From an optimization exercise on the open Yosys and OpenROAD flow, aimed at small area and a short achievable clock period; shortcuts taken in it are not production practice. RTL that was checked went through simulation tests only; none was proved equivalent to the original. No activity file was given, so power comes from the tool's default toggle rates.

==> module Check, before the edit <==
module Check(n0, n1, n2, n3, n4, e0, e1, e2, e3, e4, q02, q34, q1, top, ptop);
	input [6:0] n0, n1, n2, n3, n4, e0, e1, e2, e3, e4;
	output q02, q34, q1, top, ptop;
	function eqk9;
		input [8:0] x, y, kc;
		reg [8:0] c;
		begin
			c = (x & y) | ((x | y) & ~kc);
			eqk9 = (x ^ y ^ kc) == {c[7:0], 1'b0};
		end
	endfunction
	function [6:0] addk7;
		input [6:0] x, kc;
		integer k;
		reg c;
		begin
			c = 1'b0;
			for (k = 0; k < 7; k = k + 1) begin
				addk7[k] = x[k] ^ kc[k] ^ c;
				c = (x[k] & kc[k]) | (c & (x[k] | kc[k]));
			end
		end
	endfunction
	wire hi2 = (e2[6:2] == 5'b10111) & (e2[1] ^ e2[0]);           
	wire [6:0] e2p = hi2 ? {6'b0, e2[1]} : addk7(e2, 7'd2);
	wire [6:0] e4p = (e4 == 7'd94) ? 7'd0 : addk7(e4, 7'd1);
	wire v = (e0 == e2p) & (e3 == e4p);
	assign ptop = (e0 == 7'd0) & (e1 == 7'd94) & (e2 == 7'd93) & (e3 == 7'd2) & (e4 == 7'd1);
	wire [6:0] h1 = e1[0] ? {1'b0, e1[6:1]} : addk7({1'b0, e1[6:1]}, 7'd47);
	wire [6:0] ne2 = ~e2;
	wire [6:0] a02 = n0 ^ n2 ^ ne2;
	wire [6:0] b02 = (n0 & n2) | (n0 & ne2) | (n2 & ne2);
	assign q02 = eqk9({2'b0, a02}, {1'b0, b02, 1'b0}, {1'b0, ~a02[0], 1'b1, a02[0], 4'b1111, a02[0]});
	wire [6:0] ne4 = ~e4;
	wire [6:0] a34 = n3 ^ n4 ^ ne4;
	wire [6:0] b34 = (n3 & n4) | (n3 & ne4) | (n4 & ne4);
	wire s34 = a34[0];
	wire hi3 = (n3[6:2] == 5'b10111) & (n3[1] ^ n3[0]);
	wire hi4 = (n4[6:2] == 5'b10111) & (n4[1] ^ n4[0]);
	wire x34 = hi3 & hi4 & (e4[6:1] == 6'd0) & (e4[0] ? (n3[1] & n4[1]) : (n3[1] ^ n4[1]));
	assign q34 = eqk9({2'b0, a34}, {1'b0, b34, 1'b0}, {1'b0, s34, 1'b1, ~s34, 2'b11, ~s34, s34, s34}) | x34;
	assign q1 = v & (n1 == h1);
	assign top = (n0 == 7'd94) & (n1 == 7'd94) & (n2 == 7'd94) & (n3 == 7'd94) & (n4 == 7'd94);
endmodule
export LEC_CHECK = 0
export CAP_MARGIN = 20
export CORE_MARGIN = 2
export CORE_UTILIZATION = 40
export SLEW_MARGIN = 20
create_clock -name core_clock -period 17.0 [get_ports {CLK}]
standard.sh (not shown) runs the stock make flow with config.mk's settings and CLKGATE_MAP_FILE= SYNTH_SCRIPT=/design/flow/synth_recipe.tcl, a recipe that flattens the netlist after the stock synthesis.
==> flow/flow/run.sh <==
#!/bin/bash
export BUFFER_PORTS_ARGS="-buffer_cell sky130_fd_sc_hd__buf_2"
bash standard.sh SETUP_SLACK_MARGIN=12.3 finish > standard.log 2>&1
Next try:
--- a/flow/design.v
+++ b/flow/design.v
@@ -29,25 +29,23 @@
 		end
 	endfunction
 	wire hi2 = (e2[6:2] == 5'b10111) & (e2[1] ^ e2[0]);           
 	wire [6:0] e2p = hi2 ? {6'b0, e2[1]} : addk7(e2, 7'd2);
 	wire [6:0] e4p = (e4 == 7'd94) ? 7'd0 : addk7(e4, 7'd1);
+	wire lo4 = (e4[6:2] == 5'b0) & ~(e4[1] & e4[0]);               
+	wire [6:0] d4 = lo4 ? {5'b10111, e4[1:0]} : addk7(e4, 7'd125);
 	wire v = (e0 == e2p) & (e3 == e4p);
 	assign ptop = (e0 == 7'd0) & (e1 == 7'd94) & (e2 == 7'd93) & (e3 == 7'd2) & (e4 == 7'd1);
 	wire [6:0] h1 = e1[0] ? {1'b0, e1[6:1]} : addk7({1'b0, e1[6:1]}, 7'd47);
 	wire [6:0] ne2 = ~e2;
 	wire [6:0] a02 = n0 ^ n2 ^ ne2;
 	wire [6:0] b02 = (n0 & n2) | (n0 & ne2) | (n2 & ne2);
 	assign q02 = eqk9({2'b0, a02}, {1'b0, b02, 1'b0}, {1'b0, ~a02[0], 1'b1, a02[0], 4'b1111, a02[0]});
-	wire [6:0] ne4 = ~e4;
-	wire [6:0] a34 = n3 ^ n4 ^ ne4;
-	wire [6:0] b34 = (n3 & n4) | (n3 & ne4) | (n4 & ne4);
-	wire s34 = a34[0];
-	wire hi3 = (n3[6:2] == 5'b10111) & (n3[1] ^ n3[0]);
-	wire hi4 = (n4[6:2] == 5'b10111) & (n4[1] ^ n4[0]);
-	wire x34 = hi3 & hi4 & (e4[6:1] == 6'd0) & (e4[0] ? (n3[1] & n4[1]) : (n3[1] ^ n4[1]));
-	assign q34 = eqk9({2'b0, a34}, {1'b0, b34, 1'b0}, {1'b0, s34, 1'b1, ~s34, 2'b11, ~s34, s34, s34}) | x34;
+	wire [6:0] nd4 = ~d4;
+	wire [6:0] a34 = n3 ^ n4 ^ nd4;
+	wire [6:0] b34 = (n3 & n4) | (n3 & nd4) | (n4 & nd4);
+	assign q34 = eqk9({2'b0, a34}, {1'b0, b34, 1'b0}, {1'b0, ~a34[0], 1'b1, a34[0], 4'b1111, a34[0]});
 	assign q1 = v & (n1 == h1);
 	assign top = (n0 == 7'd94) & (n1 == 7'd94) & (n2 == 7'd94) & (n3 == 7'd94) & (n4 == 7'd94);
 endmodule
 module System(RESET, CLK, ENCRYPTED, PASSWD_INIT, FLAG, FOUND, TXD);
 	input RESET;
Result: Worst setup slack degrades by 0.22 ns. Final cell count rises by about 4.6%. Clock skew is about the same. Design area went up by 4.2%. Wire length is higher by 8.9%. Power increases by 8.5%. Global-route usage is higher by 0.78 points. Hold slack gets worse by 0.024 ns.
Function was not checked in any run of this note: the RTL went through the layout flow alone.


Another version of the RTL of System (not shown whole).
Size in the first run: roughly 550 cells after synthesis, about 85 I/O pins, ~0.0052 sq mm of cells after synthesis.
==> module Check, before the edit <==
module Check(n0, n1, n2, n3, n4, e0, e1, e2, e3, e4, q02, q34, q1);
	input [6:0] n0, n1, n2, n3, n4, e0, e1, e2, e3, e4;
	output q02, q34, q1;
	function eqk9;
		input [8:0] x, y, kc;
		reg [8:0] c;
		begin
			c = (x & y) | ((x | y) & ~kc);
			eqk9 = (x ^ y ^ kc) == {c[7:0], 1'b0};
		end
	endfunction
	function [6:0] addk7;
		input [6:0] x, kc;
		integer k;
		reg c;
		begin
			c = 1'b0;
			for (k = 0; k < 7; k = k + 1) begin
				addk7[k] = x[k] ^ kc[k] ^ c;
				c = (x[k] & kc[k]) | (c & (x[k] | kc[k]));
			end
		end
	endfunction
	wire [6:0] ne2x = ~e2;
	wire [6:0] ne4x = ~e4;
	wire s0 = e0[0] ^ ne2x[0];
	wire s3 = e3[0] ^ ne4x[0];
	wire v = eqk9({2'b0, e0}, {2'b0, ne2x}, {1'b0, s0, 1'b0, ~s0, 3'b000, ~s0, s0}) &
	         eqk9({2'b0, e3}, {2'b0, ne4x}, {1'b0, ~s3, 1'b0, s3, 4'b0000, s3});
	wire [6:0] h1 = e1[0] ? {1'b0, e1[6:1]} : addk7({1'b0, e1[6:1]}, 7'd47);
	wire [6:0] ne2 = ~e2;
	wire [6:0] a02 = n0 ^ n2 ^ ne2;
	wire [6:0] b02 = (n0 & n2) | (n0 & ne2) | (n2 & ne2);
	assign q02 = eqk9({2'b0, a02}, {1'b0, b02, 1'b0}, 9'd127) | eqk9({2'b0, a02}, {1'b0, b02, 1'b0}, 9'd222);
	wire [6:0] ne4 = ~e4;
	wire [6:0] a34 = n3 ^ n4 ^ ne4;
	wire [6:0] b34 = (n3 & n4) | (n3 & ne4) | (n4 & ne4);
	wire hi3 = (n3[6:2] == 5'b10111) & (n3[1] ^ n3[0]);
	wire hi4 = (n4[6:2] == 5'b10111) & (n4[1] ^ n4[0]);
	wire x34 = hi3 & hi4 & (e4[6:1] == 6'd0) & (e4[0] ? (n3[1] & n4[1]) : (n3[1] ^ n4[1]));
	assign q34 = eqk9({2'b0, a34}, {1'b0, b34, 1'b0}, 9'd124) | eqk9({2'b0, a34}, {1'b0, b34, 1'b0}, 9'd219) | x34;
	assign q1 = v & (n1 == h1);
endmodule
==> module System, before the edit <==
module System(RESET, CLK, ENCRYPTED, PASSWD_INIT, FLAG, FOUND, TXD);
	input RESET;
	input CLK;
	input [0:39] ENCRYPTED;
	input [0:39] PASSWD_INIT;
	output FLAG;
	output FOUND;
	output TXD;
	function [6:0] inc7;
		input [6:0] x;
		input c;
		integer k;
		reg t;
		begin
			t = c;
			for (k = 0; k < 7; k = k + 1) begin
				inc7[k] = x[k] ^ t;
				t = t & x[k];
			end
		end
	endfunction
	wire [6:0] e0 = ENCRYPTED[1:7];
	wire [6:0] e1 = ENCRYPTED[9:15];
	wire [6:0] e2 = ENCRYPTED[17:23];
	wire [6:0] e3 = ENCRYPTED[25:31];
	wire [6:0] e4 = ENCRYPTED[33:39];
	wire [34:0] init = {PASSWD_INIT[1:7], PASSWD_INIT[9:15], PASSWD_INIT[17:23], PASSWD_INIT[25:31], PASSWD_INIT[33:39]};
	reg rst_q;
	always @(posedge CLK) rst_q <= RESET;
	reg [6:0] p0, p1, p2, p3, p4;
	reg f02, f34, f1;
	wire found = f02 & f34 & f1;
	wire w4 = p4 == 7'd94;
	wire w3 = p3 == 7'd94;
	wire w2 = p2 == 7'd94;
	wire w1 = p1 == 7'd94;
	wire top = w4 & w3 & w2 & w1 & (p0 == 7'd94);
	wire stop = found | top;
	wire c4 = !stop;
	wire c3 = c4 & w4;
	wire c2 = c3 & w3;
	wire c1 = c2 & w2;
	wire c0 = c1 & w1;
	wire [6:0] i4 = (c3) ? 7'd0 : inc7(p4, c4);
	wire [6:0] i3 = (c2) ? 7'd0 : inc7(p3, c3);
	wire [6:0] i2 = (c1) ? 7'd0 : inc7(p2, c2);
	wire [6:0] i1 = (c0) ? 7'd0 : inc7(p1, c1);
	wire [6:0] i0 = inc7(p0, c0);
	wire [34:0] n;
	NextMux nm(.S(RESET), .A(init), .B({i0, i1, i2, i3, i4}), .Y(n));
	wire [6:0] n0 = n[34:28];
	wire [6:0] n1 = n[27:21];
	wire [6:0] n2 = n[20:14];
	wire [6:0] n3 = n[13:7];
	wire [6:0] n4 = n[6:0];
	wire q02, q34, q1;
	Check ck(.n0(n0), .n1(n1), .n2(n2), .n3(n3), .n4(n4), .e0(e0), .e1(e1), .e2(e2), .e3(e3), .e4(e4),
		.q02(q02), .q34(q34), .q1(q1));
	reg [14:0] hx;
	reg hb15;
	wire hz = hx[13:0] == 14'd0;
	always @(posedge CLK) begin
		p0 <= n0; p1 <= n1; p2 <= n2; p3 <= n3; p4 <= n4;
		f02 <= q02; f34 <= q34;
		f1 <= q1;
		hx <= rst_q ? 15'd2 : {hx[13:0], hx[14] ^ hx[13] ^ hz};
		hb15 <= rst_q ? 1'b0 : hb15 ^ (hz & !hx[14]);
	end
	assign FOUND = found;
	assign FLAG = (top & !found) | (hb15 & !rst_q);
	reg [8:0] ph;     
	reg [3:0] j;
	reg [2:0] b;
	reg txd;
	wire slot_end = ph == 9'd118;
	wire done = b == 3'd6;
	wire [8:0] phn = {ph[7:0], ph[8] ^ ph[4]};
	always @(posedge CLK) begin
		ph <= !stop ? 9'd1 : rst_q ? 9'd2 : slot_end ? 9'd1 : phn;
		if (rst_q) begin
			j <= 4'd6;
			b <= 3'd0;
		end else if (stop && slot_end) begin
			j <= (j == 4'd0) ? 4'd6 : {j[3] ^ (&j[2:0]), j[2] ^ (&j[1:0]), j[1] ^ j[0], ~j[0]};
			if (j == 4'd0 && !done) b <= {b[2] ^ (&b[1:0]), b[1] ^ b[0], ~b[0]};
		end
	end
	wire [7:0] bs = {1'b1, p0[j[2:0]], p1[j[2:0]], p2[j[2:0]], p3[j[2:0]], p4[j[2:0]], 2'b11};
	wire dbit = (j[2:0] == 3'd7) ? (b == 3'd0 || b >= 3'd6) : bs[3'd7 - b];
	wire low = !done & ((j == 4'd7) | (j[3] & !dbit));
	always @(posedge CLK) txd <= RESET | rst_q | !low;
	assign TXD = txd;
endmodule
Settings: LEC_CHECK=0, CAP_MARGIN=20, CORE_MARGIN=2, CORE_UTILIZATION=70, SLEW_MARGIN=20; clock period 17.0 ns.
==> flow/flow/run.sh <==
#!/bin/bash
export BUFFER_PORTS_ARGS="-buffer_cell sky130_fd_sc_hd__buf_1"
bash standard.sh SETUP_SLACK_MARGIN=11.6 finish > standard.log 2>&1
Next try:
--- a/flow/design.v
+++ b/flow/design.v
@@ -15,39 +15,27 @@
 			c = (x & y) | ((x | y) & ~kc);
 			eqk9 = (x ^ y ^ kc) == {c[7:0], 1'b0};
 		end
 	endfunction
-	function [6:0] addk7;
-		input [6:0] x, kc;
-		integer k;
-		reg c;
-		begin
-			c = 1'b0;
-			for (k = 0; k < 7; k = k + 1) begin
-				addk7[k] = x[k] ^ kc[k] ^ c;
-				c = (x[k] & kc[k]) | (c & (x[k] | kc[k]));
-			end
-		end
-	endfunction
 	wire [6:0] ne2x = ~e2;
 	wire [6:0] ne4x = ~e4;
 	wire s0 = e0[0] ^ ne2x[0];
 	wire s3 = e3[0] ^ ne4x[0];
 	wire v = eqk9({2'b0, e0}, {2'b0, ne2x}, {1'b0, s0, 1'b0, ~s0, 3'b000, ~s0, s0}) &
 	         eqk9({2'b0, e3}, {2'b0, ne4x}, {1'b0, ~s3, 1'b0, s3, 4'b0000, s3});
-	wire [6:0] h1 = e1[0] ? {1'b0, e1[6:1]} : addk7({1'b0, e1[6:1]}, 7'd47);
 	wire [6:0] ne2 = ~e2;
 	wire [6:0] a02 = n0 ^ n2 ^ ne2;
 	wire [6:0] b02 = (n0 & n2) | (n0 & ne2) | (n2 & ne2);
-	assign q02 = eqk9({2'b0, a02}, {1'b0, b02, 1'b0}, 9'd127) | eqk9({2'b0, a02}, {1'b0, b02, 1'b0}, 9'd222);
+	assign q02 = eqk9({2'b0, a02}, {1'b0, b02, 1'b0}, {1'b0, ~a02[0], 1'b1, a02[0], 4'b1111, a02[0]});
 	wire [6:0] ne4 = ~e4;
 	wire [6:0] a34 = n3 ^ n4 ^ ne4;
 	wire [6:0] b34 = (n3 & n4) | (n3 & ne4) | (n4 & ne4);
+	wire s34 = a34[0];
 	wire hi3 = (n3[6:2] == 5'b10111) & (n3[1] ^ n3[0]);
 	wire hi4 = (n4[6:2] == 5'b10111) & (n4[1] ^ n4[0]);
 	wire x34 = hi3 & hi4 & (e4[6:1] == 6'd0) & (e4[0] ? (n3[1] & n4[1]) : (n3[1] ^ n4[1]));
-	assign q34 = eqk9({2'b0, a34}, {1'b0, b34, 1'b0}, 9'd124) | eqk9({2'b0, a34}, {1'b0, b34, 1'b0}, 9'd219) | x34;
-	assign q1 = v & (n1 == h1);
+	assign q34 = eqk9({2'b0, a34}, {1'b0, b34, 1'b0}, {1'b0, s34, 1'b1, ~s34, 2'b11, ~s34, s34, s34}) | x34;
+	assign q1 = v & eqk9({1'b0, n1, 1'b1}, {2'b0, ~e1}, {1'b0, ~e1[0], 1'b1, e1[0], 4'b1111, e1[0]});
 endmodule
 module System(RESET, CLK, ENCRYPTED, PASSWD_INIT, FLAG, FOUND, TXD);
 	input RESET;
 	input CLK;
@@ -129,9 +117,9 @@
 		ph <= !stop ? 9'd1 : rst_q ? 9'd2 : slot_end ? 9'd1 : phn;
 		if (rst_q) begin
 			j <= 4'd6;
 			b <= 3'd0;
-		end else if (stop && slot_end) begin
+		end else if (slot_end) begin    
 			j <= (j == 4'd0) ? 4'd6 : {j[3] ^ (&j[2:0]), j[2] ^ (&j[1:0]), j[1] ^ j[0], ~j[0]};
 			if (j == 4'd0 && !done) b <= {b[2] ^ (&b[1:0]), b[1] ^ b[0], ~b[0]};
 		end
 	end
After rerunning:
- The changed run produced a clean layout
- final cell count fell by 7.5%
- design area fell by 6.2%
- worst hold slack gains 0.0070 ns
- clock skew fell by 0.0068 ns
- wire length fell by 12%
- power fell by 3.3%
- first-iteration DRC count fell by 0.95%
Function not checked in the first run of this note: the RTL went through the layout flow alone.

## separate check: timing with driven ports
The flow's constraints put no driver on any port. The routed layouts listed below were extracted and timed again, unchanged, in two steps. Step 1 assumes that a clkbuf_16 drives the clock port and a buf_2 every other input. Step 2, shift: input delay + t, output delay - t, t = (earliest + latest rising clock arrival at the registers) / 2. This alone moves slack from input paths to output paths. Three values: ideal ports, drivers, drivers and shift; two values: the first two.
| run | shift t [ns] | setup WS [ns] | hold slack, ns | cell pins on the clock port's net |
|---|---|---|---|---|
| the first run of note 1 | 0.369 | 11.485 / 11.470 / 11.100 | 0.439 / 0.439 / 0.439 | 1 |
| the second run of note 1 | 0.366 | 11.267 / 11.280 / 10.914 | 0.415 / 0.415 / 0.415 | 1 |
| the first run of note 2 | 0.377 | 11.618 / 11.616 / 11.239 | 0.446 / 0.446 / 0.446 | 1 |
| the second run of note 2 | 0.376 | 11.648 / 11.632 / 11.256 | 0.453 / 0.453 / 0.453 | 1 |
After both steps setup and hold are still met in every run listed. For the second run of note 2, which loses most, drivers alone change the setup slack by -0.016 ns; drivers and shift together by -0.392 ns.
